From an optimization exercise on the open Yosys and OpenROAD flow, aimed at small area, a short achievable clock period and few clock cycles per item; shortcuts taken in it are not production practice.
Only simulation tests tie the RTL to the original design; equivalence was not proved.
Power figures rest on the tool's default switching activity, not on a simulated workload.

==> flow/design.v <==
`timescale 1ns / 1ps
module fa (
    input logic a, b, c,
    output logic s, co
);
assign s = a ^ b ^ c;
assign co = (a & b) | (a & c) | (b & c);
endmodule
module ha (
    input logic a, b,
    output logic s, co
);
assign s = a ^ b;
assign co = a & b;
endmodule
module hb (
    input logic a, b,
    output logic s, co
);
assign s = ~(a ^ b);
assign co = a | b;
endmodule
`timescale 1ns / 1ps
module dot4 (
    input logic [7:0] a0, a1, a2, a3,
    input logic [7:0] b0, b1, b2, b3,
    output logic [15:0] row0,
    output logic [15:0] row1
);
logic p1;
logic p2;
logic p3;
logic p4;
logic p5;
logic p6;
logic p7;
logic p8;
logic p9;
logic p10;
logic p11;
logic p12;
logic p13;
logic p14;
logic p15;
logic p16;
logic p17;
logic p18;
logic p19;
logic p20;
logic p21;
logic p22;
logic p23;
logic p24;
logic p25;
logic p26;
logic p27;
logic p28;
logic p29;
logic p30;
logic p31;
logic p32;
logic p33;
logic p34;
logic p35;
logic p36;
logic p37;
logic p38;
logic p39;
logic p40;
logic p41;
logic p42;
logic p43;
logic p44;
logic p45;
logic p46;
logic p47;
logic p48;
logic p49;
logic p50;
logic p51;
logic p52;
logic p53;
logic p54;
logic p55;
logic p56;
logic p57;
logic p58;
logic p59;
logic p60;
logic p61;
logic p62;
logic p63;
logic p64;
logic p65;
logic p66;
logic p67;
logic p68;
logic p69;
logic p70;
logic p71;
logic p72;
logic p73;
logic p74;
logic p75;
logic p76;
logic p77;
logic p78;
logic p79;
logic p80;
logic p81;
logic p82;
logic p83;
logic p84;
logic p85;
logic p86;
logic p87;
logic p88;
logic p89;
logic p90;
logic p91;
logic p92;
logic p93;
logic p94;
logic p95;
logic p96;
logic p97;
logic p98;
logic p99;
logic p100;
logic p101;
logic p102;
logic p103;
logic p104;
logic p105;
logic p106;
logic p107;
logic p108;
logic p109;
logic p110;
logic p111;
logic p112;
logic p113;
logic p114;
logic p115;
logic p116;
logic p117;
logic p118;
logic p119;
logic p120;
logic p121;
logic p122;
logic p123;
logic p124;
logic p125;
logic p126;
logic p127;
logic p128;
logic p129;
logic p130;
logic p131;
logic p132;
logic p133;
logic p134;
logic p135;
logic p136;
logic p137;
logic p138;
logic p139;
logic p140;
logic p141;
logic p142;
logic p143;
logic p144;
logic p145;
logic p146;
logic p147;
logic p148;
logic p149;
logic p150;
logic p151;
logic p152;
logic p153;
logic p154;
logic p155;
logic p156;
logic p157;
logic p158;
logic p159;
logic p160;
logic p161;
logic p162;
logic p163;
logic p164;
logic p165;
logic p166;
logic p167;
logic p168;
logic p169;
logic p170;
logic p171;
logic p172;
logic p173;
logic p174;
logic p175;
logic p176;
logic p177;
logic p178;
logic p179;
logic p180;
logic p181;
logic p182;
logic p183;
logic p184;
logic p185;
logic p186;
logic p187;
logic p188;
logic p189;
logic p190;
logic p191;
logic p192;
logic p194;
logic p195;
logic p196;
logic p197;
logic p198;
logic p199;
logic p200;
logic p201;
logic p202;
logic p203;
logic p204;
logic p205;
logic p206;
logic p207;
logic p208;
logic p209;
logic p210;
logic p211;
logic p212;
logic p213;
logic p214;
logic p215;
logic p216;
logic p217;
logic p218;
logic p219;
logic p220;
logic p221;
logic p222;
logic p223;
logic p224;
logic p225;
logic p226;
logic p227;
logic p228;
logic p229;
logic p230;
logic p231;
logic p232;
logic p233;
logic p234;
logic p235;
logic p236;
logic p237;
logic p238;
logic p239;
logic p240;
logic p241;
logic p242;
logic p243;
logic p244;
logic p245;
logic p246;
logic p247;
logic p248;
logic p249;
logic p250;
logic p251;
logic p252;
logic p253;
logic p254;
logic p255;
logic p256;
logic s257;
logic c258;
logic s259;
logic c260;
logic s261;
logic c262;
logic s263;
logic c264;
logic s265;
logic c266;
logic s267;
logic c268;
logic s269;
logic c270;
logic s271;
logic c272;
logic s273;
logic c274;
logic s275;
logic c276;
logic s277;
logic c278;
logic s279;
logic c280;
logic s281;
logic c282;
logic s283;
logic c284;
logic s285;
logic c286;
logic s287;
logic c288;
logic s289;
logic c290;
logic s291;
logic c292;
logic s293;
logic c294;
logic s295;
logic c296;
logic s297;
logic c298;
logic s299;
logic c300;
logic s301;
logic c302;
logic s303;
logic c304;
logic s305;
logic c306;
logic s307;
logic c308;
logic s309;
logic c310;
logic s311;
logic c312;
logic s313;
logic c314;
logic s315;
logic c316;
logic s317;
logic c318;
logic s319;
logic c320;
logic s321;
logic c322;
logic s323;
logic c324;
logic s325;
logic c326;
logic s327;
logic c328;
logic s329;
logic c330;
logic s331;
logic c332;
logic s333;
logic c334;
logic s335;
logic c336;
logic s337;
logic c338;
logic s339;
logic c340;
logic s341;
logic c342;
logic s343;
logic c344;
logic s345;
logic c346;
logic s347;
logic c348;
logic s349;
logic c350;
logic s351;
logic c352;
logic s353;
logic c354;
logic s355;
logic c356;
logic s357;
logic c358;
logic s359;
logic c360;
logic s361;
logic c362;
logic s363;
logic c364;
logic s365;
logic c366;
logic s367;
logic c368;
logic s369;
logic c370;
logic s371;
logic c372;
logic s373;
logic c374;
logic s375;
logic c376;
logic s377;
logic c378;
logic s379;
logic c380;
logic s381;
logic c382;
logic s383;
logic c384;
logic s385;
logic c386;
logic s387;
logic c388;
logic s389;
logic c390;
logic s391;
logic c392;
logic s393;
logic c394;
logic s395;
logic c396;
logic s397;
logic c398;
logic s399;
logic c400;
logic s401;
logic c402;
logic s403;
logic c404;
logic s405;
logic c406;
logic s407;
logic c408;
logic s409;
logic c410;
logic s411;
logic c412;
logic s413;
logic c414;
logic s415;
logic c416;
logic s417;
logic c418;
logic s419;
logic c420;
logic s421;
logic c422;
logic s423;
logic c424;
logic s425;
logic c426;
logic s427;
logic c428;
logic s429;
logic c430;
logic s431;
logic c432;
logic s433;
logic c434;
logic s435;
logic c436;
logic s437;
logic c438;
logic s439;
logic c440;
logic s441;
logic c442;
logic s443;
logic c444;
logic s445;
logic c446;
logic s447;
logic c448;
logic s449;
logic c450;
logic s451;
logic c452;
logic s453;
logic c454;
logic s455;
logic c456;
logic s457;
logic c458;
logic s459;
logic c460;
logic s461;
logic c462;
logic s463;
logic c464;
logic s465;
logic c466;
logic s467;
logic c468;
logic s469;
logic c470;
logic s471;
logic c472;
logic s473;
logic c474;
logic s475;
logic c476;
logic s477;
logic c478;
logic s479;
logic c480;
logic s481;
logic c482;
logic s483;
logic c484;
logic s485;
logic c486;
logic s487;
logic c488;
logic s489;
logic c490;
logic s491;
logic c492;
logic s493;
logic c494;
logic s495;
logic c496;
logic s497;
logic c498;
logic s499;
logic c500;
logic s501;
logic c502;
logic s503;
logic c504;
logic s505;
logic c506;
logic s507;
logic c508;
logic s509;
logic c510;
logic s511;
logic c512;
logic s513;
logic c514;
logic s515;
logic c516;
logic s517;
logic c518;
logic s519;
logic c520;
logic s521;
logic c522;
logic s523;
logic c524;
logic s525;
logic c526;
logic s527;
logic c528;
logic s529;
logic c530;
logic s531;
logic c532;
logic s533;
logic c534;
logic s535;
logic c536;
logic s537;
logic c538;
logic s539;
logic c540;
logic s541;
logic c542;
logic s543;
logic c544;
logic s545;
logic c546;
logic s547;
logic c548;
logic s549;
logic c550;
logic s551;
logic c552;
logic s553;
logic c554;
logic s555;
logic c556;
logic s557;
logic c558;
logic s559;
logic c560;
logic s561;
logic c562;
logic s563;
logic c564;
logic s565;
logic c566;
logic s567;
logic c568;
logic s569;
logic c570;
logic s571;
logic c572;
logic s573;
logic c574;
logic s575;
logic c576;
logic s577;
logic c578;
logic s579;
logic c580;
logic s581;
logic c582;
logic s583;
logic c584;
logic s585;
logic c586;
logic s587;
logic c588;
logic s589;
logic c590;
logic s591;
logic c592;
logic s593;
logic c594;
logic s595;
logic c596;
logic s597;
logic c598;
logic s599;
logic c600;
logic s601;
logic c602;
logic s603;
logic c604;
logic s605;
logic c606;
logic s607;
logic c608;
logic s609;
logic c610;
logic s611;
logic c612;
logic s613;
logic c614;
logic s615;
logic c616;
logic s617;
logic c618;
logic s619;
logic c620;
logic s621;
logic c622;
logic s623;
logic c624;
logic s625;
logic c626;
logic s627;
logic c628;
logic s629;
logic c630;
logic s631;
logic c632;
logic s633;
logic c634;
logic s635;
logic c636;
logic s637;
logic c638;
logic s639;
logic c640;
logic s641;
logic c642;
logic s643;
logic c644;
logic s645;
logic c646;
logic s647;
logic c648;
logic s649;
logic c650;
logic s651;
logic c652;
logic s653;
logic c654;
logic s655;
logic c656;
logic s657;
logic c658;
logic s659;
logic c660;
logic s661;
logic c662;
logic s663;
logic c664;
logic s665;
logic c666;
logic s667;
logic c668;
logic s669;
logic c670;
logic s671;
logic c672;
logic s673;
logic c674;
logic s675;
logic c676;
logic s677;
logic c678;
logic s679;
logic c680;
logic s681;
logic c682;
logic s683;
logic c684;
logic s685;
logic c686;
logic s687;
logic c688;
logic s689;
logic c690;
logic s691;
logic c692;
logic s693;
assign p1 = ~(a0[0] & b0[0]);
assign p2 = ~(a0[0] & b0[1]);
assign p3 = ~(a0[0] & b0[2]);
assign p4 = ~(a0[0] & b0[3]);
assign p5 = ~(a0[0] & b0[4]);
assign p6 = ~(a0[0] & b0[5]);
assign p7 = ~(a0[0] & b0[6]);
assign p8 = a0[0] & b0[7];
assign p9 = ~(a0[1] & b0[0]);
assign p10 = ~(a0[1] & b0[1]);
assign p11 = ~(a0[1] & b0[2]);
assign p12 = ~(a0[1] & b0[3]);
assign p13 = ~(a0[1] & b0[4]);
assign p14 = ~(a0[1] & b0[5]);
assign p15 = ~(a0[1] & b0[6]);
assign p16 = a0[1] & b0[7];
assign p17 = ~(a0[2] & b0[0]);
assign p18 = ~(a0[2] & b0[1]);
assign p19 = ~(a0[2] & b0[2]);
assign p20 = ~(a0[2] & b0[3]);
assign p21 = ~(a0[2] & b0[4]);
assign p22 = ~(a0[2] & b0[5]);
assign p23 = ~(a0[2] & b0[6]);
assign p24 = a0[2] & b0[7];
assign p25 = ~(a0[3] & b0[0]);
assign p26 = ~(a0[3] & b0[1]);
assign p27 = ~(a0[3] & b0[2]);
assign p28 = ~(a0[3] & b0[3]);
assign p29 = ~(a0[3] & b0[4]);
assign p30 = ~(a0[3] & b0[5]);
assign p31 = ~(a0[3] & b0[6]);
assign p32 = a0[3] & b0[7];
assign p33 = ~(a0[4] & b0[0]);
assign p34 = ~(a0[4] & b0[1]);
assign p35 = ~(a0[4] & b0[2]);
assign p36 = ~(a0[4] & b0[3]);
assign p37 = ~(a0[4] & b0[4]);
assign p38 = ~(a0[4] & b0[5]);
assign p39 = ~(a0[4] & b0[6]);
assign p40 = a0[4] & b0[7];
assign p41 = ~(a0[5] & b0[0]);
assign p42 = ~(a0[5] & b0[1]);
assign p43 = ~(a0[5] & b0[2]);
assign p44 = ~(a0[5] & b0[3]);
assign p45 = ~(a0[5] & b0[4]);
assign p46 = ~(a0[5] & b0[5]);
assign p47 = ~(a0[5] & b0[6]);
assign p48 = a0[5] & b0[7];
assign p49 = ~(a0[6] & b0[0]);
assign p50 = ~(a0[6] & b0[1]);
assign p51 = ~(a0[6] & b0[2]);
assign p52 = ~(a0[6] & b0[3]);
assign p53 = ~(a0[6] & b0[4]);
assign p54 = ~(a0[6] & b0[5]);
assign p55 = ~(a0[6] & b0[6]);
assign p56 = a0[6] & b0[7];
assign p57 = a0[7] & b0[0];
assign p58 = a0[7] & b0[1];
assign p59 = a0[7] & b0[2];
assign p60 = a0[7] & b0[3];
assign p61 = a0[7] & b0[4];
assign p62 = a0[7] & b0[5];
assign p63 = a0[7] & b0[6];
assign p64 = ~(a0[7] & b0[7]);
assign p65 = ~(a1[0] & b1[0]);
assign p66 = ~(a1[0] & b1[1]);
assign p67 = ~(a1[0] & b1[2]);
assign p68 = ~(a1[0] & b1[3]);
assign p69 = ~(a1[0] & b1[4]);
assign p70 = ~(a1[0] & b1[5]);
assign p71 = ~(a1[0] & b1[6]);
assign p72 = a1[0] & b1[7];
assign p73 = ~(a1[1] & b1[0]);
assign p74 = ~(a1[1] & b1[1]);
assign p75 = ~(a1[1] & b1[2]);
assign p76 = ~(a1[1] & b1[3]);
assign p77 = ~(a1[1] & b1[4]);
assign p78 = ~(a1[1] & b1[5]);
assign p79 = ~(a1[1] & b1[6]);
assign p80 = a1[1] & b1[7];
assign p81 = ~(a1[2] & b1[0]);
assign p82 = ~(a1[2] & b1[1]);
assign p83 = ~(a1[2] & b1[2]);
assign p84 = ~(a1[2] & b1[3]);
assign p85 = ~(a1[2] & b1[4]);
assign p86 = ~(a1[2] & b1[5]);
assign p87 = ~(a1[2] & b1[6]);
assign p88 = a1[2] & b1[7];
assign p89 = ~(a1[3] & b1[0]);
assign p90 = ~(a1[3] & b1[1]);
assign p91 = ~(a1[3] & b1[2]);
assign p92 = ~(a1[3] & b1[3]);
assign p93 = ~(a1[3] & b1[4]);
assign p94 = ~(a1[3] & b1[5]);
assign p95 = ~(a1[3] & b1[6]);
assign p96 = a1[3] & b1[7];
assign p97 = ~(a1[4] & b1[0]);
assign p98 = ~(a1[4] & b1[1]);
assign p99 = ~(a1[4] & b1[2]);
assign p100 = ~(a1[4] & b1[3]);
assign p101 = ~(a1[4] & b1[4]);
assign p102 = ~(a1[4] & b1[5]);
assign p103 = ~(a1[4] & b1[6]);
assign p104 = a1[4] & b1[7];
assign p105 = ~(a1[5] & b1[0]);
assign p106 = ~(a1[5] & b1[1]);
assign p107 = ~(a1[5] & b1[2]);
assign p108 = ~(a1[5] & b1[3]);
assign p109 = ~(a1[5] & b1[4]);
assign p110 = ~(a1[5] & b1[5]);
assign p111 = ~(a1[5] & b1[6]);
assign p112 = a1[5] & b1[7];
assign p113 = ~(a1[6] & b1[0]);
assign p114 = ~(a1[6] & b1[1]);
assign p115 = ~(a1[6] & b1[2]);
assign p116 = ~(a1[6] & b1[3]);
assign p117 = ~(a1[6] & b1[4]);
assign p118 = ~(a1[6] & b1[5]);
assign p119 = ~(a1[6] & b1[6]);
assign p120 = a1[6] & b1[7];
assign p121 = a1[7] & b1[0];
assign p122 = a1[7] & b1[1];
assign p123 = a1[7] & b1[2];
assign p124 = a1[7] & b1[3];
assign p125 = a1[7] & b1[4];
assign p126 = a1[7] & b1[5];
assign p127 = a1[7] & b1[6];
assign p128 = ~(a1[7] & b1[7]);
assign p129 = ~(a2[0] & b2[0]);
assign p130 = ~(a2[0] & b2[1]);
assign p131 = ~(a2[0] & b2[2]);
assign p132 = ~(a2[0] & b2[3]);
assign p133 = ~(a2[0] & b2[4]);
assign p134 = ~(a2[0] & b2[5]);
assign p135 = ~(a2[0] & b2[6]);
assign p136 = a2[0] & b2[7];
assign p137 = ~(a2[1] & b2[0]);
assign p138 = ~(a2[1] & b2[1]);
assign p139 = ~(a2[1] & b2[2]);
assign p140 = ~(a2[1] & b2[3]);
assign p141 = ~(a2[1] & b2[4]);
assign p142 = ~(a2[1] & b2[5]);
assign p143 = ~(a2[1] & b2[6]);
assign p144 = a2[1] & b2[7];
assign p145 = ~(a2[2] & b2[0]);
assign p146 = ~(a2[2] & b2[1]);
assign p147 = ~(a2[2] & b2[2]);
assign p148 = ~(a2[2] & b2[3]);
assign p149 = ~(a2[2] & b2[4]);
assign p150 = ~(a2[2] & b2[5]);
assign p151 = ~(a2[2] & b2[6]);
assign p152 = a2[2] & b2[7];
assign p153 = ~(a2[3] & b2[0]);
assign p154 = ~(a2[3] & b2[1]);
assign p155 = ~(a2[3] & b2[2]);
assign p156 = ~(a2[3] & b2[3]);
assign p157 = ~(a2[3] & b2[4]);
assign p158 = ~(a2[3] & b2[5]);
assign p159 = ~(a2[3] & b2[6]);
assign p160 = a2[3] & b2[7];
assign p161 = ~(a2[4] & b2[0]);
assign p162 = ~(a2[4] & b2[1]);
assign p163 = ~(a2[4] & b2[2]);
assign p164 = ~(a2[4] & b2[3]);
assign p165 = ~(a2[4] & b2[4]);
assign p166 = ~(a2[4] & b2[5]);
assign p167 = ~(a2[4] & b2[6]);
assign p168 = a2[4] & b2[7];
assign p169 = ~(a2[5] & b2[0]);
assign p170 = ~(a2[5] & b2[1]);
assign p171 = ~(a2[5] & b2[2]);
assign p172 = ~(a2[5] & b2[3]);
assign p173 = ~(a2[5] & b2[4]);
assign p174 = ~(a2[5] & b2[5]);
assign p175 = ~(a2[5] & b2[6]);
assign p176 = a2[5] & b2[7];
assign p177 = ~(a2[6] & b2[0]);
assign p178 = ~(a2[6] & b2[1]);
assign p179 = ~(a2[6] & b2[2]);
assign p180 = ~(a2[6] & b2[3]);
assign p181 = ~(a2[6] & b2[4]);
assign p182 = ~(a2[6] & b2[5]);
assign p183 = ~(a2[6] & b2[6]);
assign p184 = a2[6] & b2[7];
assign p185 = a2[7] & b2[0];
assign p186 = a2[7] & b2[1];
assign p187 = a2[7] & b2[2];
assign p188 = a2[7] & b2[3];
assign p189 = a2[7] & b2[4];
assign p190 = a2[7] & b2[5];
assign p191 = a2[7] & b2[6];
assign p192 = ~(a2[7] & b2[7]);
assign row1[0] = ~(a3[0] & b3[0]);
assign p194 = ~(a3[0] & b3[1]);
assign p195 = ~(a3[0] & b3[2]);
assign p196 = ~(a3[0] & b3[3]);
assign p197 = ~(a3[0] & b3[4]);
assign p198 = ~(a3[0] & b3[5]);
assign p199 = ~(a3[0] & b3[6]);
assign p200 = a3[0] & b3[7];
assign p201 = ~(a3[1] & b3[0]);
assign p202 = ~(a3[1] & b3[1]);
assign p203 = ~(a3[1] & b3[2]);
assign p204 = ~(a3[1] & b3[3]);
assign p205 = ~(a3[1] & b3[4]);
assign p206 = ~(a3[1] & b3[5]);
assign p207 = ~(a3[1] & b3[6]);
assign p208 = a3[1] & b3[7];
assign p209 = ~(a3[2] & b3[0]);
assign p210 = ~(a3[2] & b3[1]);
assign p211 = ~(a3[2] & b3[2]);
assign p212 = ~(a3[2] & b3[3]);
assign p213 = ~(a3[2] & b3[4]);
assign p214 = ~(a3[2] & b3[5]);
assign p215 = ~(a3[2] & b3[6]);
assign p216 = a3[2] & b3[7];
assign p217 = ~(a3[3] & b3[0]);
assign p218 = ~(a3[3] & b3[1]);
assign p219 = ~(a3[3] & b3[2]);
assign p220 = ~(a3[3] & b3[3]);
assign p221 = ~(a3[3] & b3[4]);
assign p222 = ~(a3[3] & b3[5]);
assign p223 = ~(a3[3] & b3[6]);
assign p224 = a3[3] & b3[7];
assign p225 = ~(a3[4] & b3[0]);
assign p226 = ~(a3[4] & b3[1]);
assign p227 = ~(a3[4] & b3[2]);
assign p228 = ~(a3[4] & b3[3]);
assign p229 = ~(a3[4] & b3[4]);
assign p230 = ~(a3[4] & b3[5]);
assign p231 = ~(a3[4] & b3[6]);
assign p232 = a3[4] & b3[7];
assign p233 = ~(a3[5] & b3[0]);
assign p234 = ~(a3[5] & b3[1]);
assign p235 = ~(a3[5] & b3[2]);
assign p236 = ~(a3[5] & b3[3]);
assign p237 = ~(a3[5] & b3[4]);
assign p238 = ~(a3[5] & b3[5]);
assign p239 = ~(a3[5] & b3[6]);
assign p240 = a3[5] & b3[7];
assign p241 = ~(a3[6] & b3[0]);
assign p242 = ~(a3[6] & b3[1]);
assign p243 = ~(a3[6] & b3[2]);
assign p244 = ~(a3[6] & b3[3]);
assign p245 = ~(a3[6] & b3[4]);
assign p246 = ~(a3[6] & b3[5]);
assign p247 = ~(a3[6] & b3[6]);
assign p248 = a3[6] & b3[7];
assign p249 = a3[7] & b3[0];
assign p250 = a3[7] & b3[1];
assign p251 = a3[7] & b3[2];
assign p252 = a3[7] & b3[3];
assign p253 = a3[7] & b3[4];
assign p254 = a3[7] & b3[5];
assign p255 = a3[7] & b3[6];
assign p256 = ~(a3[7] & b3[7]);
fa u258 (.a(p8), .b(p15), .c(p22), .s(s257), .co(c258));
fa u260 (.a(p29), .b(p36), .c(p43), .s(s259), .co(c260));
fa u262 (.a(p16), .b(p23), .c(p30), .s(s261), .co(c262));
hb u264 (.a(p5), .b(p12), .s(s263), .co(c264));
fa u266 (.a(p6), .b(p13), .c(p20), .s(s265), .co(c266));
fa u268 (.a(p27), .b(p34), .c(p41), .s(s267), .co(c268));
fa u270 (.a(p70), .b(p77), .c(p84), .s(s269), .co(c270));
fa u272 (.a(p7), .b(p14), .c(p21), .s(s271), .co(c272));
fa u274 (.a(p28), .b(p35), .c(p42), .s(s273), .co(c274));
fa u276 (.a(p49), .b(p71), .c(p78), .s(s275), .co(c276));
fa u278 (.a(p85), .b(p92), .c(p99), .s(s277), .co(c278));
fa u280 (.a(p106), .b(p113), .c(p135), .s(s279), .co(c280));
fa u282 (.a(p142), .b(p149), .c(p156), .s(s281), .co(c282));
fa u284 (.a(s257), .b(s259), .c(p50), .s(s283), .co(c284));
fa u286 (.a(p57), .b(p72), .c(p79), .s(s285), .co(c286));
fa u288 (.a(p86), .b(p93), .c(p100), .s(s287), .co(c288));
fa u290 (.a(p107), .b(p114), .c(p121), .s(s289), .co(c290));
fa u292 (.a(p136), .b(p143), .c(p150), .s(s291), .co(c292));
fa u294 (.a(p157), .b(p164), .c(p171), .s(s293), .co(c294));
fa u296 (.a(p178), .b(p185), .c(p200), .s(s295), .co(c296));
hb u298 (.a(p207), .b(p214), .s(s297), .co(c298));
fa u300 (.a(c258), .b(c260), .c(s261), .s(s299), .co(c300));
fa u302 (.a(p37), .b(p44), .c(p51), .s(s301), .co(c302));
fa u304 (.a(p58), .b(p80), .c(p87), .s(s303), .co(c304));
fa u306 (.a(p94), .b(p101), .c(p108), .s(s305), .co(c306));
fa u308 (.a(p115), .b(p122), .c(p144), .s(s307), .co(c308));
fa u310 (.a(p151), .b(p158), .c(p165), .s(s309), .co(c310));
fa u312 (.a(p172), .b(p179), .c(p186), .s(s311), .co(c312));
fa u314 (.a(p208), .b(p215), .c(p222), .s(s313), .co(c314));
hb u316 (.a(p229), .b(p236), .s(s315), .co(c316));
fa u318 (.a(c262), .b(p24), .c(p31), .s(s317), .co(c318));
fa u320 (.a(p38), .b(p45), .c(p52), .s(s319), .co(c320));
fa u322 (.a(p59), .b(p88), .c(p95), .s(s321), .co(c322));
fa u324 (.a(p102), .b(p109), .c(p116), .s(s323), .co(c324));
fa u326 (.a(p123), .b(p152), .c(p159), .s(s325), .co(c326));
fa u328 (.a(p166), .b(p173), .c(p180), .s(s327), .co(c328));
fa u330 (.a(p187), .b(p216), .c(p223), .s(s329), .co(c330));
hb u332 (.a(p230), .b(p237), .s(s331), .co(c332));
fa u334 (.a(p32), .b(p39), .c(p46), .s(s333), .co(c334));
fa u336 (.a(p53), .b(p60), .c(p96), .s(s335), .co(c336));
fa u338 (.a(p103), .b(p110), .c(p117), .s(s337), .co(c338));
fa u340 (.a(p124), .b(p160), .c(p167), .s(s339), .co(c340));
fa u342 (.a(p174), .b(p181), .c(p188), .s(s341), .co(c342));
fa u344 (.a(p40), .b(p47), .c(p54), .s(s343), .co(c344));
fa u346 (.a(p4), .b(p11), .c(p18), .s(s345), .co(c346));
hb u348 (.a(p25), .b(p68), .s(s347), .co(c348));
fa u350 (.a(s263), .b(p19), .c(p26), .s(s349), .co(c350));
fa u352 (.a(p33), .b(p69), .c(p76), .s(s351), .co(c352));
fa u354 (.a(p83), .b(p90), .c(p97), .s(s353), .co(c354));
fa u356 (.a(p133), .b(p140), .c(p147), .s(s355), .co(c356));
fa u358 (.a(c264), .b(s265), .c(s267), .s(s357), .co(c358));
fa u360 (.a(s269), .b(p91), .c(p98), .s(s359), .co(c360));
fa u362 (.a(p105), .b(p134), .c(p141), .s(s361), .co(c362));
fa u364 (.a(p148), .b(p155), .c(p162), .s(s363), .co(c364));
fa u366 (.a(p169), .b(p198), .c(p205), .s(s365), .co(c366));
fa u368 (.a(c266), .b(c268), .c(c270), .s(s367), .co(c368));
fa u370 (.a(s271), .b(s273), .c(s275), .s(s369), .co(c370));
fa u372 (.a(s277), .b(s279), .c(s281), .s(s371), .co(c372));
fa u374 (.a(p163), .b(p170), .c(p177), .s(s373), .co(c374));
fa u376 (.a(p199), .b(p206), .c(p213), .s(s375), .co(c376));
hb u378 (.a(p220), .b(p227), .s(s377), .co(c378));
fa u380 (.a(c272), .b(c274), .c(c276), .s(s379), .co(c380));
fa u382 (.a(c278), .b(c280), .c(c282), .s(s381), .co(c382));
fa u384 (.a(s283), .b(s285), .c(s287), .s(s383), .co(c384));
fa u386 (.a(s289), .b(s291), .c(s293), .s(s385), .co(c386));
fa u388 (.a(s295), .b(s297), .c(p221), .s(s387), .co(c388));
fa u390 (.a(p228), .b(p235), .c(p242), .s(s389), .co(c390));
fa u392 (.a(c284), .b(c286), .c(c288), .s(s391), .co(c392));
fa u394 (.a(c290), .b(c292), .c(c294), .s(s393), .co(c394));
fa u396 (.a(c296), .b(c298), .c(s299), .s(s395), .co(c396));
fa u398 (.a(s301), .b(s303), .c(s305), .s(s397), .co(c398));
fa u400 (.a(s307), .b(s309), .c(s311), .s(s399), .co(c400));
fa u402 (.a(s313), .b(s315), .c(p243), .s(s401), .co(c402));
fa u404 (.a(c300), .b(c302), .c(c304), .s(s403), .co(c404));
fa u406 (.a(c306), .b(c308), .c(c310), .s(s405), .co(c406));
fa u408 (.a(c312), .b(c314), .c(c316), .s(s407), .co(c408));
fa u410 (.a(s317), .b(s319), .c(s321), .s(s409), .co(c410));
fa u412 (.a(s323), .b(s325), .c(s327), .s(s411), .co(c412));
fa u414 (.a(s329), .b(s331), .c(p244), .s(s413), .co(c414));
fa u416 (.a(c318), .b(c320), .c(c322), .s(s415), .co(c416));
fa u418 (.a(c324), .b(c326), .c(c328), .s(s417), .co(c418));
fa u420 (.a(c330), .b(c332), .c(s333), .s(s419), .co(c420));
fa u422 (.a(s335), .b(s337), .c(s339), .s(s421), .co(c422));
fa u424 (.a(s341), .b(p224), .c(p231), .s(s423), .co(c424));
fa u426 (.a(p238), .b(p245), .c(p252), .s(s425), .co(c426));
fa u428 (.a(c334), .b(c336), .c(c338), .s(s427), .co(c428));
fa u430 (.a(c340), .b(c342), .c(s343), .s(s429), .co(c430));
fa u432 (.a(p61), .b(p104), .c(p111), .s(s431), .co(c432));
fa u434 (.a(p118), .b(p125), .c(p168), .s(s433), .co(c434));
fa u436 (.a(p175), .b(p182), .c(p189), .s(s435), .co(c436));
fa u438 (.a(p232), .b(p239), .c(p246), .s(s437), .co(c438));
fa u440 (.a(c344), .b(p48), .c(p55), .s(s439), .co(c440));
fa u442 (.a(p62), .b(p112), .c(p119), .s(s441), .co(c442));
fa u444 (.a(p126), .b(p176), .c(p183), .s(s443), .co(c444));
fa u446 (.a(p3), .b(p10), .c(p17), .s(s445), .co(c446));
hb u448 (.a(p67), .b(p74), .s(s447), .co(c448));
fa u450 (.a(s345), .b(s347), .c(p75), .s(s449), .co(c450));
fa u452 (.a(p82), .b(p89), .c(p132), .s(s451), .co(c452));
fa u454 (.a(p139), .b(p146), .c(p153), .s(s453), .co(c454));
fa u456 (.a(c346), .b(c348), .c(s349), .s(s455), .co(c456));
fa u458 (.a(s351), .b(s353), .c(s355), .s(s457), .co(c458));
fa u460 (.a(p154), .b(p161), .c(p197), .s(s459), .co(c460));
hb u462 (.a(p204), .b(p211), .s(s461), .co(c462));
fa u464 (.a(c350), .b(c352), .c(c354), .s(s463), .co(c464));
fa u466 (.a(c356), .b(s357), .c(s359), .s(s465), .co(c466));
fa u468 (.a(s361), .b(s363), .c(s365), .s(s467), .co(c468));
fa u470 (.a(p212), .b(p219), .c(p226), .s(s469), .co(c470));
fa u472 (.a(c358), .b(c360), .c(c362), .s(s471), .co(c472));
fa u474 (.a(c364), .b(c366), .c(s367), .s(s473), .co(c474));
fa u476 (.a(s369), .b(s371), .c(s373), .s(s475), .co(c476));
fa u478 (.a(s375), .b(s377), .c(p234), .s(s477), .co(c478));
fa u480 (.a(c368), .b(c370), .c(c372), .s(s479), .co(c480));
fa u482 (.a(c374), .b(c376), .c(c378), .s(s481), .co(c482));
fa u484 (.a(s379), .b(s381), .c(s383), .s(s483), .co(c484));
fa u486 (.a(s385), .b(s387), .c(s389), .s(s485), .co(c486));
fa u488 (.a(c380), .b(c382), .c(c384), .s(s487), .co(c488));
fa u490 (.a(c386), .b(c388), .c(c390), .s(s489), .co(c490));
fa u492 (.a(s391), .b(s393), .c(s395), .s(s491), .co(c492));
fa u494 (.a(s397), .b(s399), .c(s401), .s(s493), .co(c494));
fa u496 (.a(c392), .b(c394), .c(c396), .s(s495), .co(c496));
fa u498 (.a(c398), .b(c400), .c(c402), .s(s497), .co(c498));
fa u500 (.a(s403), .b(s405), .c(s407), .s(s499), .co(c500));
fa u502 (.a(s409), .b(s411), .c(s413), .s(s501), .co(c502));
fa u504 (.a(c404), .b(c406), .c(c408), .s(s503), .co(c504));
fa u506 (.a(c410), .b(c412), .c(c414), .s(s505), .co(c506));
fa u508 (.a(s415), .b(s417), .c(s419), .s(s507), .co(c508));
fa u510 (.a(s421), .b(s423), .c(s425), .s(s509), .co(c510));
fa u512 (.a(c416), .b(c418), .c(c420), .s(s511), .co(c512));
fa u514 (.a(c422), .b(c424), .c(c426), .s(s513), .co(c514));
fa u516 (.a(s427), .b(s429), .c(s431), .s(s515), .co(c516));
fa u518 (.a(s433), .b(s435), .c(s437), .s(s517), .co(c518));
fa u520 (.a(c428), .b(c430), .c(c432), .s(s519), .co(c520));
fa u522 (.a(c434), .b(c436), .c(c438), .s(s521), .co(c522));
fa u524 (.a(s439), .b(s441), .c(s443), .s(s523), .co(c524));
fa u526 (.a(p190), .b(p240), .c(p247), .s(s525), .co(c526));
fa u528 (.a(c440), .b(c442), .c(c444), .s(s527), .co(c528));
fa u530 (.a(p56), .b(p63), .c(p120), .s(s529), .co(c530));
fa u532 (.a(p127), .b(p184), .c(p191), .s(s531), .co(c532));
fa u534 (.a(p2), .b(p9), .c(p66), .s(s533), .co(c534));
fa u536 (.a(s445), .b(s447), .c(p81), .s(s535), .co(c536));
fa u538 (.a(p131), .b(p138), .c(p145), .s(s537), .co(c538));
fa u540 (.a(c446), .b(c448), .c(s449), .s(s539), .co(c540));
fa u542 (.a(s451), .b(s453), .c(p196), .s(s541), .co(c542));
hb u544 (.a(p203), .b(p210), .s(s543), .co(c544));
fa u546 (.a(c450), .b(c452), .c(c454), .s(s545), .co(c546));
fa u548 (.a(s455), .b(s457), .c(s459), .s(s547), .co(c548));
fa u550 (.a(s461), .b(p218), .c(p225), .s(s549), .co(c550));
fa u552 (.a(c456), .b(c458), .c(c460), .s(s551), .co(c552));
fa u554 (.a(c462), .b(s463), .c(s465), .s(s553), .co(c554));
fa u556 (.a(s467), .b(s469), .c(p233), .s(s555), .co(c556));
fa u558 (.a(c464), .b(c466), .c(c468), .s(s557), .co(c558));
fa u560 (.a(c470), .b(s471), .c(s473), .s(s559), .co(c560));
fa u562 (.a(s475), .b(s477), .c(p241), .s(s561), .co(c562));
fa u564 (.a(c472), .b(c474), .c(c476), .s(s563), .co(c564));
fa u566 (.a(c478), .b(s479), .c(s481), .s(s565), .co(c566));
fa u568 (.a(s483), .b(s485), .c(p249), .s(s567), .co(c568));
fa u570 (.a(c480), .b(c482), .c(c484), .s(s569), .co(c570));
fa u572 (.a(c486), .b(s487), .c(s489), .s(s571), .co(c572));
fa u574 (.a(s491), .b(s493), .c(p250), .s(s573), .co(c574));
fa u576 (.a(c488), .b(c490), .c(c492), .s(s575), .co(c576));
fa u578 (.a(c494), .b(s495), .c(s497), .s(s577), .co(c578));
fa u580 (.a(s499), .b(s501), .c(p251), .s(s579), .co(c580));
fa u582 (.a(c496), .b(c498), .c(c500), .s(s581), .co(c582));
fa u584 (.a(c502), .b(s503), .c(s505), .s(s583), .co(c584));
ha u586 (.a(s507), .b(s509), .s(s585), .co(c586));
fa u588 (.a(c504), .b(c506), .c(c508), .s(s587), .co(c588));
fa u590 (.a(c510), .b(s511), .c(s513), .s(s589), .co(c590));
fa u592 (.a(s515), .b(s517), .c(p253), .s(s591), .co(c592));
fa u594 (.a(c512), .b(c514), .c(c516), .s(s593), .co(c594));
fa u596 (.a(c518), .b(s519), .c(s521), .s(s595), .co(c596));
fa u598 (.a(s523), .b(s525), .c(p254), .s(s597), .co(c598));
fa u600 (.a(c520), .b(c522), .c(c524), .s(s599), .co(c600));
fa u602 (.a(c526), .b(s527), .c(s529), .s(s601), .co(c602));
fa u604 (.a(s531), .b(p248), .c(p255), .s(s603), .co(c604));
fa u606 (.a(c528), .b(c530), .c(c532), .s(s605), .co(c606));
fa u608 (.a(p64), .b(p128), .c(p192), .s(s607), .co(c608));
fa u610 (.a(s533), .b(p73), .c(p130), .s(s609), .co(c610));
fa u612 (.a(c534), .b(s535), .c(s537), .s(s611), .co(c612));
hb u614 (.a(p195), .b(p202), .s(s613), .co(c614));
fa u616 (.a(c536), .b(c538), .c(s539), .s(s615), .co(c616));
fa u618 (.a(s541), .b(s543), .c(p217), .s(s617), .co(c618));
fa u620 (.a(c540), .b(c542), .c(c544), .s(s619), .co(c620));
fa u622 (.a(s545), .b(s547), .c(s549), .s(s621), .co(c622));
fa u624 (.a(c546), .b(c548), .c(c550), .s(s623), .co(c624));
fa u626 (.a(s551), .b(s553), .c(s555), .s(s625), .co(c626));
fa u628 (.a(c552), .b(c554), .c(c556), .s(s627), .co(c628));
fa u630 (.a(s557), .b(s559), .c(s561), .s(s629), .co(c630));
fa u632 (.a(c558), .b(c560), .c(c562), .s(s631), .co(c632));
fa u634 (.a(s563), .b(s565), .c(s567), .s(s633), .co(c634));
fa u636 (.a(c564), .b(c566), .c(c568), .s(s635), .co(c636));
fa u638 (.a(s569), .b(s571), .c(s573), .s(s637), .co(c638));
fa u640 (.a(c570), .b(c572), .c(c574), .s(s639), .co(c640));
fa u642 (.a(s575), .b(s577), .c(s579), .s(s641), .co(c642));
fa u644 (.a(c576), .b(c578), .c(c580), .s(s643), .co(c644));
fa u646 (.a(s581), .b(s583), .c(s585), .s(s645), .co(c646));
fa u648 (.a(c582), .b(c584), .c(c586), .s(s647), .co(c648));
fa u650 (.a(s587), .b(s589), .c(s591), .s(s649), .co(c650));
fa u652 (.a(c588), .b(c590), .c(c592), .s(s651), .co(c652));
fa u654 (.a(s593), .b(s595), .c(s597), .s(s653), .co(c654));
fa u656 (.a(c594), .b(c596), .c(c598), .s(s655), .co(c656));
fa u658 (.a(s599), .b(s601), .c(s603), .s(s657), .co(c658));
fa u660 (.a(c600), .b(c602), .c(c604), .s(s659), .co(c660));
fa u662 (.a(s605), .b(s607), .c(p256), .s(s661), .co(c662));
hb u664 (.a(p1), .b(p65), .s(s663), .co(c664));
fa u666 (.a(s609), .b(p137), .c(p194), .s(s665), .co(c666));
fa u668 (.a(c610), .b(s611), .c(s613), .s(s667), .co(c668));
fa u670 (.a(c612), .b(c614), .c(s615), .s(s669), .co(c670));
fa u672 (.a(c616), .b(c618), .c(s619), .s(s671), .co(c672));
fa u674 (.a(c620), .b(c622), .c(s623), .s(s673), .co(c674));
fa u676 (.a(c624), .b(c626), .c(s627), .s(s675), .co(c676));
fa u678 (.a(c628), .b(c630), .c(s631), .s(s677), .co(c678));
fa u680 (.a(c632), .b(c634), .c(s635), .s(s679), .co(c680));
fa u682 (.a(c636), .b(c638), .c(s639), .s(s681), .co(c682));
fa u684 (.a(c640), .b(c642), .c(s643), .s(s683), .co(c684));
fa u686 (.a(c644), .b(c646), .c(s647), .s(s685), .co(c686));
fa u688 (.a(c648), .b(c650), .c(s651), .s(s687), .co(c688));
fa u690 (.a(c652), .b(c654), .c(s655), .s(s689), .co(c690));
fa u692 (.a(c656), .b(c658), .c(s659), .s(s691), .co(c692));
assign s693 = c660 ^ c662 ^ c606;
hb u695 (.a(s663), .b(p129), .s(row0[0]), .co(row0[1]));
fa u697 (.a(c664), .b(s665), .c(p201), .s(row1[1]), .co(row0[2]));
fa u699 (.a(c666), .b(s667), .c(p209), .s(row1[2]), .co(row0[3]));
fa u701 (.a(c668), .b(s669), .c(s617), .s(row1[3]), .co(row0[4]));
fa u703 (.a(c670), .b(s671), .c(s621), .s(row1[4]), .co(row0[5]));
fa u705 (.a(c672), .b(s673), .c(s625), .s(row1[5]), .co(row0[6]));
fa u707 (.a(c674), .b(s675), .c(s629), .s(row1[6]), .co(row0[7]));
fa u709 (.a(c676), .b(s677), .c(s633), .s(row1[7]), .co(row0[8]));
fa u711 (.a(c678), .b(s679), .c(s637), .s(row1[8]), .co(row0[9]));
fa u713 (.a(c680), .b(s681), .c(s641), .s(row1[9]), .co(row0[10]));
fa u715 (.a(c682), .b(s683), .c(s645), .s(row1[10]), .co(row0[11]));
fa u717 (.a(c684), .b(s685), .c(s649), .s(row1[11]), .co(row0[12]));
fa u719 (.a(c686), .b(s687), .c(s653), .s(row1[12]), .co(row0[13]));
fa u721 (.a(c688), .b(s689), .c(s657), .s(row1[13]), .co(row0[14]));
fa u723 (.a(c690), .b(s691), .c(s661), .s(row1[14]), .co(row0[15]));
assign row1[15] = c692 ^ s693 ^ c608;
endmodule
`timescale 1ns / 1ps
module matrix_mul #(
    parameter BITS = 8,  
    parameter WIDTH = 4,  
    parameter HEIGHT_A = 4,  
    parameter WIDTH_B = 4  
)(
    input logic clk,  
    input logic reset,  
    input logic start,  
    input logic [HEIGHT_A*WIDTH*BITS-1:0] i_array_a,  
    input logic [WIDTH*WIDTH_B*BITS-1:0] i_array_b,  
    output logic [HEIGHT_A*WIDTH_B*2*BITS-1:0] o_array_res,  
    output logic done  
);
logic [HEIGHT_A*WIDTH_B*2*BITS-1:0] row0, row1, res;
genvar i, j;
generate
    for (i = 0; i < HEIGHT_A; i++) begin : row
        for (j = 0; j < WIDTH_B; j++) begin : col
            localparam int R = i*WIDTH_B + j;
            dot4 dot (
                .a0(i_array_a[(i*WIDTH+0)*BITS +: BITS]), .b0(i_array_b[(0*WIDTH_B+j)*BITS +: BITS]),
                .a1(i_array_a[(i*WIDTH+1)*BITS +: BITS]), .b1(i_array_b[(1*WIDTH_B+j)*BITS +: BITS]),
                .a2(i_array_a[(i*WIDTH+2)*BITS +: BITS]), .b2(i_array_b[(2*WIDTH_B+j)*BITS +: BITS]),
                .a3(i_array_a[(i*WIDTH+3)*BITS +: BITS]), .b3(i_array_b[(3*WIDTH_B+j)*BITS +: BITS]),
                .row0(row0[R*2*BITS +: 2*BITS]),
                .row1(row1[R*2*BITS +: 2*BITS])
            );
            assign res[R*2*BITS +: 2*BITS] = ~row0_q[R*2*BITS +: 2*BITS] + ~row1_q[R*2*BITS +: 2*BITS];
        end
    end
endgenerate
logic [HEIGHT_A*WIDTH_B*2*BITS-1:0] row0_q, row1_q;
always_ff @(posedge clk) begin
    if (start) begin
        row0_q <= row0;
        row1_q <= row1;
    end
end
assign o_array_res = res;
always_ff @(posedge clk or negedge reset) begin
    if (!reset) done <= 1'b0;
    else if (start) done <= 1'b1;
end
endmodule
==> flow/run.sh <==
#!/bin/bash
# synth_recipe.tcl (not shown) runs the flow's synth.tcl, then flattens the netlist and writes it again
# the make line also repeats each setting of config.mk as NAME=value (left out here)
make -C /OpenROAD-flow-scripts/flow DESIGN_CONFIG=/design/flow/config.mk WORK_HOME=/design/flow/orfs CLKGATE_MAP_FILE= SYNTH_SCRIPT=/design/flow/synth_recipe.tcl finish
==> flow/config.mk <==
export PLATFORM = sky130hd
export DESIGN_NAME = matrix_mul
export DESIGN_NICKNAME = matrix_mul
export VERILOG_FILES = /design/flow/design.v
export SDC_FILE = /design/flow/constraint.sdc
export NUM_CORES = 4
export LEC_CHECK = 0
export CAP_MARGIN = 20
export CORE_MARGIN = 2
export CORE_UTILIZATION = 40
export SLEW_MARGIN = 20
export SYNTH_HIERARCHICAL = 1
==> flow/constraint.sdc <==
create_clock -name core_clock -period 8.0 [get_ports {clk}]
set_input_delay 1.6000 -clock core_clock [delete_from_list [all_inputs] [get_ports {clk}]]
set_output_delay 1.6000 -clock core_clock [all_outputs]
set_load 0.01 [all_outputs]
==> notes.md <==
power by group through the flow:
stage / clock [W] / combinational [W] / sequential, W
global placement: 0 / 0.0463 / 0.00801
finish: 0.00372 / 0.0474 / 0.00797
global route: 0.00388 / 0.0531 / 0.00808
floorplan: 0 / 0.0295 / 0.00785
detailed placement: 0 / 0.0472 / 0.00801
CTS: 0.00381 / 0.0475 / 0.00797
worst max-delay path: stages:
cell             delay, ns
clkdlybuf4s50_1       1.11
nand2_1               0.22
fa_1                  0.58
fa_1                  0.45
fa_1                  0.56
fa_1                  0.45
fa_1                  0.51
fa_1                  0.40
fa_1                  0.54
fa_1                  0.42
cell type report:
type	count	area, µm²
timing repair buffer	921	8150
inverter	1289	4840
multi-input combinational	9138	101000
clock inverter	51	515
fill	28650	169000
sequential	513	15400
antenna	51	128
tap	4100	5130
clock buffer	91	2090
routing by layer:
metal / GRT usage [%] / vias to the layer above / wire, µm
li1: - / 35514 / -
met1: 40.3 / 48444 / 179000
met2: 47.0 / 6708 / 214000
met3: 11.0 / 1524 / 64100
met4: 20.1 / 30 / 36100
met5: 0.0762 / - / 219
cell usage after synthesis, types with 3 or more instances:
cell type	n	area share (%)
nand4_1	8	0.041
nor2_1	97	0.30
a21boi_0	6	0.037
a2111oi_0	3	0.021
a41oi_1	3	0.021
or2_2	5	0.025
and2_1	905	4.6
xor2_1	89	0.63
a211oi_1	26	0.16
a21o_1	92	0.56
xnor2_1	166	1.2
o211ai_1	6	0.037
edfxtp_1	512	12
or3_1	6	0.030
a221oi_1	4	0.028
o31ai_1	6	0.037
a21oi_1	167	0.68
a211o_1	6	0.043
o311ai_0	3	0.021
o22ai_1	3	0.015
ha_1	448	4.6
a31oi_1	16	0.081
inv_1	1289	3.9
o21bai_1	24	0.15
nand3_1	27	0.11
nand2b_1	8	0.041
fa_1	3536	57
a31o_2	7	0.050
xnor3_1	16	0.29
and3_1	11	0.056
o21ai_0	86	0.35
o21ai_1	3	0.012
o31a_1	5	0.036
o21a_1	24	0.15
clkbuf_1	464	1.4
nor3_1	15	0.061
nor2b_1	27	0.14
nand2_1	3253	9.9
logic make-up (layout without fill, tap and decap cells):
group / count (synthesis) / in the layout
mux: 1 / 1
compound gates: 510 / 510
fa+ha+maj: 3984 / 3984
xor+xnor: 271 / 271
buf+inv: 1753 / 2352
other cells: 0 / 51
simple gates: 4372 / 4372
flops: 513 / 513
stage by stage:
stage | cell area (µm²) | power, W | hold WS (ns)
2_1_floorplan | 123000 | 0.0373 | 0.512
3_3_place_gp | 135000 | 0.0544 | 0.453
3_5_place_dp | 135000 | 0.0552 | 0.456
5_1_grt | 137000 | 0.0650 | 0.491
6_report | 137000 | 0.0591 | 0.462
4_1_cts | 137000 | 0.0593 | 0.468
per-module statistics from Yosys (local to each module, per instance):
module | flops+latches | times used | cells inside | cell area, µm²
fa | 0 | 3520 | 1 | 20.0
ha | 0 | 16 | 1 | 12.5
hb | 0 | 192 | 5 | 27.5
matrix_mul | 513 | 1 | 2300 | 27200
dot4 | 0 | 16 | 288 | 1250
registers in the layout, indices dropped and copies added (netlist names):
register	flops
done	1
row1_q	256
row0_q	256
worst max path at each step:
| stage | startpoint | endpoint | slack, ns |
|---|---|---|---|
| finish | i_array_a[69] | row1_q[168]$_DFFE_PP_ | 1.70 |
| global placement | i_array_a[0] | row1_q[57]$_DFFE_PP_ | 0.96 |
| CTS | row1_q[64]$_DFFE_PP_ | o_array_res[78] | 1.68 |
| global route | row1_q[64]$_DFFE_PP_ | o_array_res[78] | 1.56 |
| detailed placement | i_array_a[0] | row1_q[40]$_DFFE_PP_ | 0.98 |
| floorplan | i_array_b[20] | row1_q[104]$_DFFE_PP_ | 2.01 |
==> metrics.yaml <==
ys_seq_elements: 513
hp-start: "done$_DFFE_PN0P_"
cts_made_buffers: 81
arrival_ns: 6.85
skew_ns: 0
synth_xor_area_share_pct: 2.11
drtPass1Iterations: 8
dpl.cell_count: 15961
drc: 0
antenna_found_initial: 63
r2r-start: "done$_DFFE_PN0P_"
synth_edf_count: 512
hpwl_um: 348000
synth_simple_gate_area_share_pct: 15.4
num_rows: 203
slew_violations: 0
r2r_slack_ns: 7.23
grt_max_degree: 137
routedWlPerCell_um: 30.6
drtIter0Drc: 10686
hold_violations: 0
grt-ovfl-total: 0
synth_top_family_by_area: "adder cells"
initial_utilization_pct: 40.2
cts_sinks: 513
cap_violations: 0
final_cells: 16154
die_w_um: 559
cts_max_level: 3
grt_setup_unrepaired: "false"
r2r-end: "done$_DFFE_PN0P_"
grtUsageTotal_pct: 31.9
worst_pin_slew_ns: 1.26
port_buffers: 515
cts_tree: "done"
pre_cts_slack_ns: 0.977
combPwrFrac_pct: 80.2
setup_tns_ns: 0
syn2layout_area_growth_pct: 11.6
synth-compound-area-share_pct: 2.65
endpoint_kind: "flip-flop"
cts_max_path_buffers: 4
cp-start-kind: "input pin"
vias_per_cell: 5.71
async_reset_ff_share_pct: 0.195
min_period_ns: 6.30
post_synth_num_cell_types: 62
grt_pass1_vias: 101551
syn_area_um2: 123000
worstPathMaxFanout: 9
seqPwrFrac_pct: 13.5
peakVddDrop_v: 0.000423
cts_setup_buffers: 0
min_path_cells: 1
max_freq_mhz: 159
die_area_um2: 312000
synthAdderAreaFrac_pct: 62.0
ant_nets: 0
internal_power_w: 0.0316
rr_worst_depth: 1
gp_congestion: 0.936
muxShareOfSynthArea_pct: 0.00813
ctsHoldBuffers: 0
finalSetupViolCount: 0
period_share_pct: 78.8
drt-total-wl_um: 494000
layout_common_cells: "fa_1 (3536), nand2_1 (3253), inv_1 (1289), and2_1 (905), edfxtp_1 (512)"
swShare_pct: 46.5
clk_pin_slew_ns: 0.05
root_buffer: "clkbuf_16"
pin_count: 516
synth_cells: 11404
fin_nets: 16187
synth_flop_cell: "edfxtp_1"
switching_power_w: 0.0275
drive_above_1_share_pct: 6.03
yosysWarnings: 7
fin_util_pct: 44.9
syn_avg_cell_area_um2: 10.8
relSlewSlack_pct: 15.9
die_h_um: 559
layout_setup_ws_ns: 1.70
powerDensity_nw_per_um2: 430
cts.repair.resized: 0
routed-via-count: 92220
clock_latency_ns: 0.81
yosysSeqAreaShare_pct: 12.5
synth_fp_nets: 15647
status: "timing/DRC/antenna clean"
core_um2: 306000
hold_path_class: "flip-flop to flip-flop"
worstSetupPathType: "input pin to flip-flop"
final_common_cell: "fa_1"
grt_pass1_wl_um: 714000
whs_endpoint: "done$_DFFE_PN0P_"
p_clk_share_pct: 6.3
critPathRequiredTime_ns: 8.55
p_leak_nw: 55.7
Testbench counts, summed over its fixed seeds: cycles 2,000, items 2,000.

-- port drivers added, routing unchanged --
In the flow no input, the clock included, has a driving cell. The finished layout below was timed again as built, in two steps.
Step 1 assumes that a clkbuf_16 drives the clock port and a buf_2 every other input.
Step 2 moves the port delays by t, midway between the first and last clock arrival at a register: inputs arrive t later, outputs are due t later. That takes back most of the time a late clock gives input paths.
a / b / c = ideal ports / drivers / drivers and shift; a / b = the first two.
shift t [ns]: 0.933
setup slack, ns: 1.697 / 1.601 / 0.832
worst setup path after step 2: input to register
latest minus earliest clock arrival (ns): 0.047 / 0.047
After both steps setup and hold are still met in this run. The setup slack of this run moves by -0.096 ns with the drivers and by -0.865 ns with both steps.
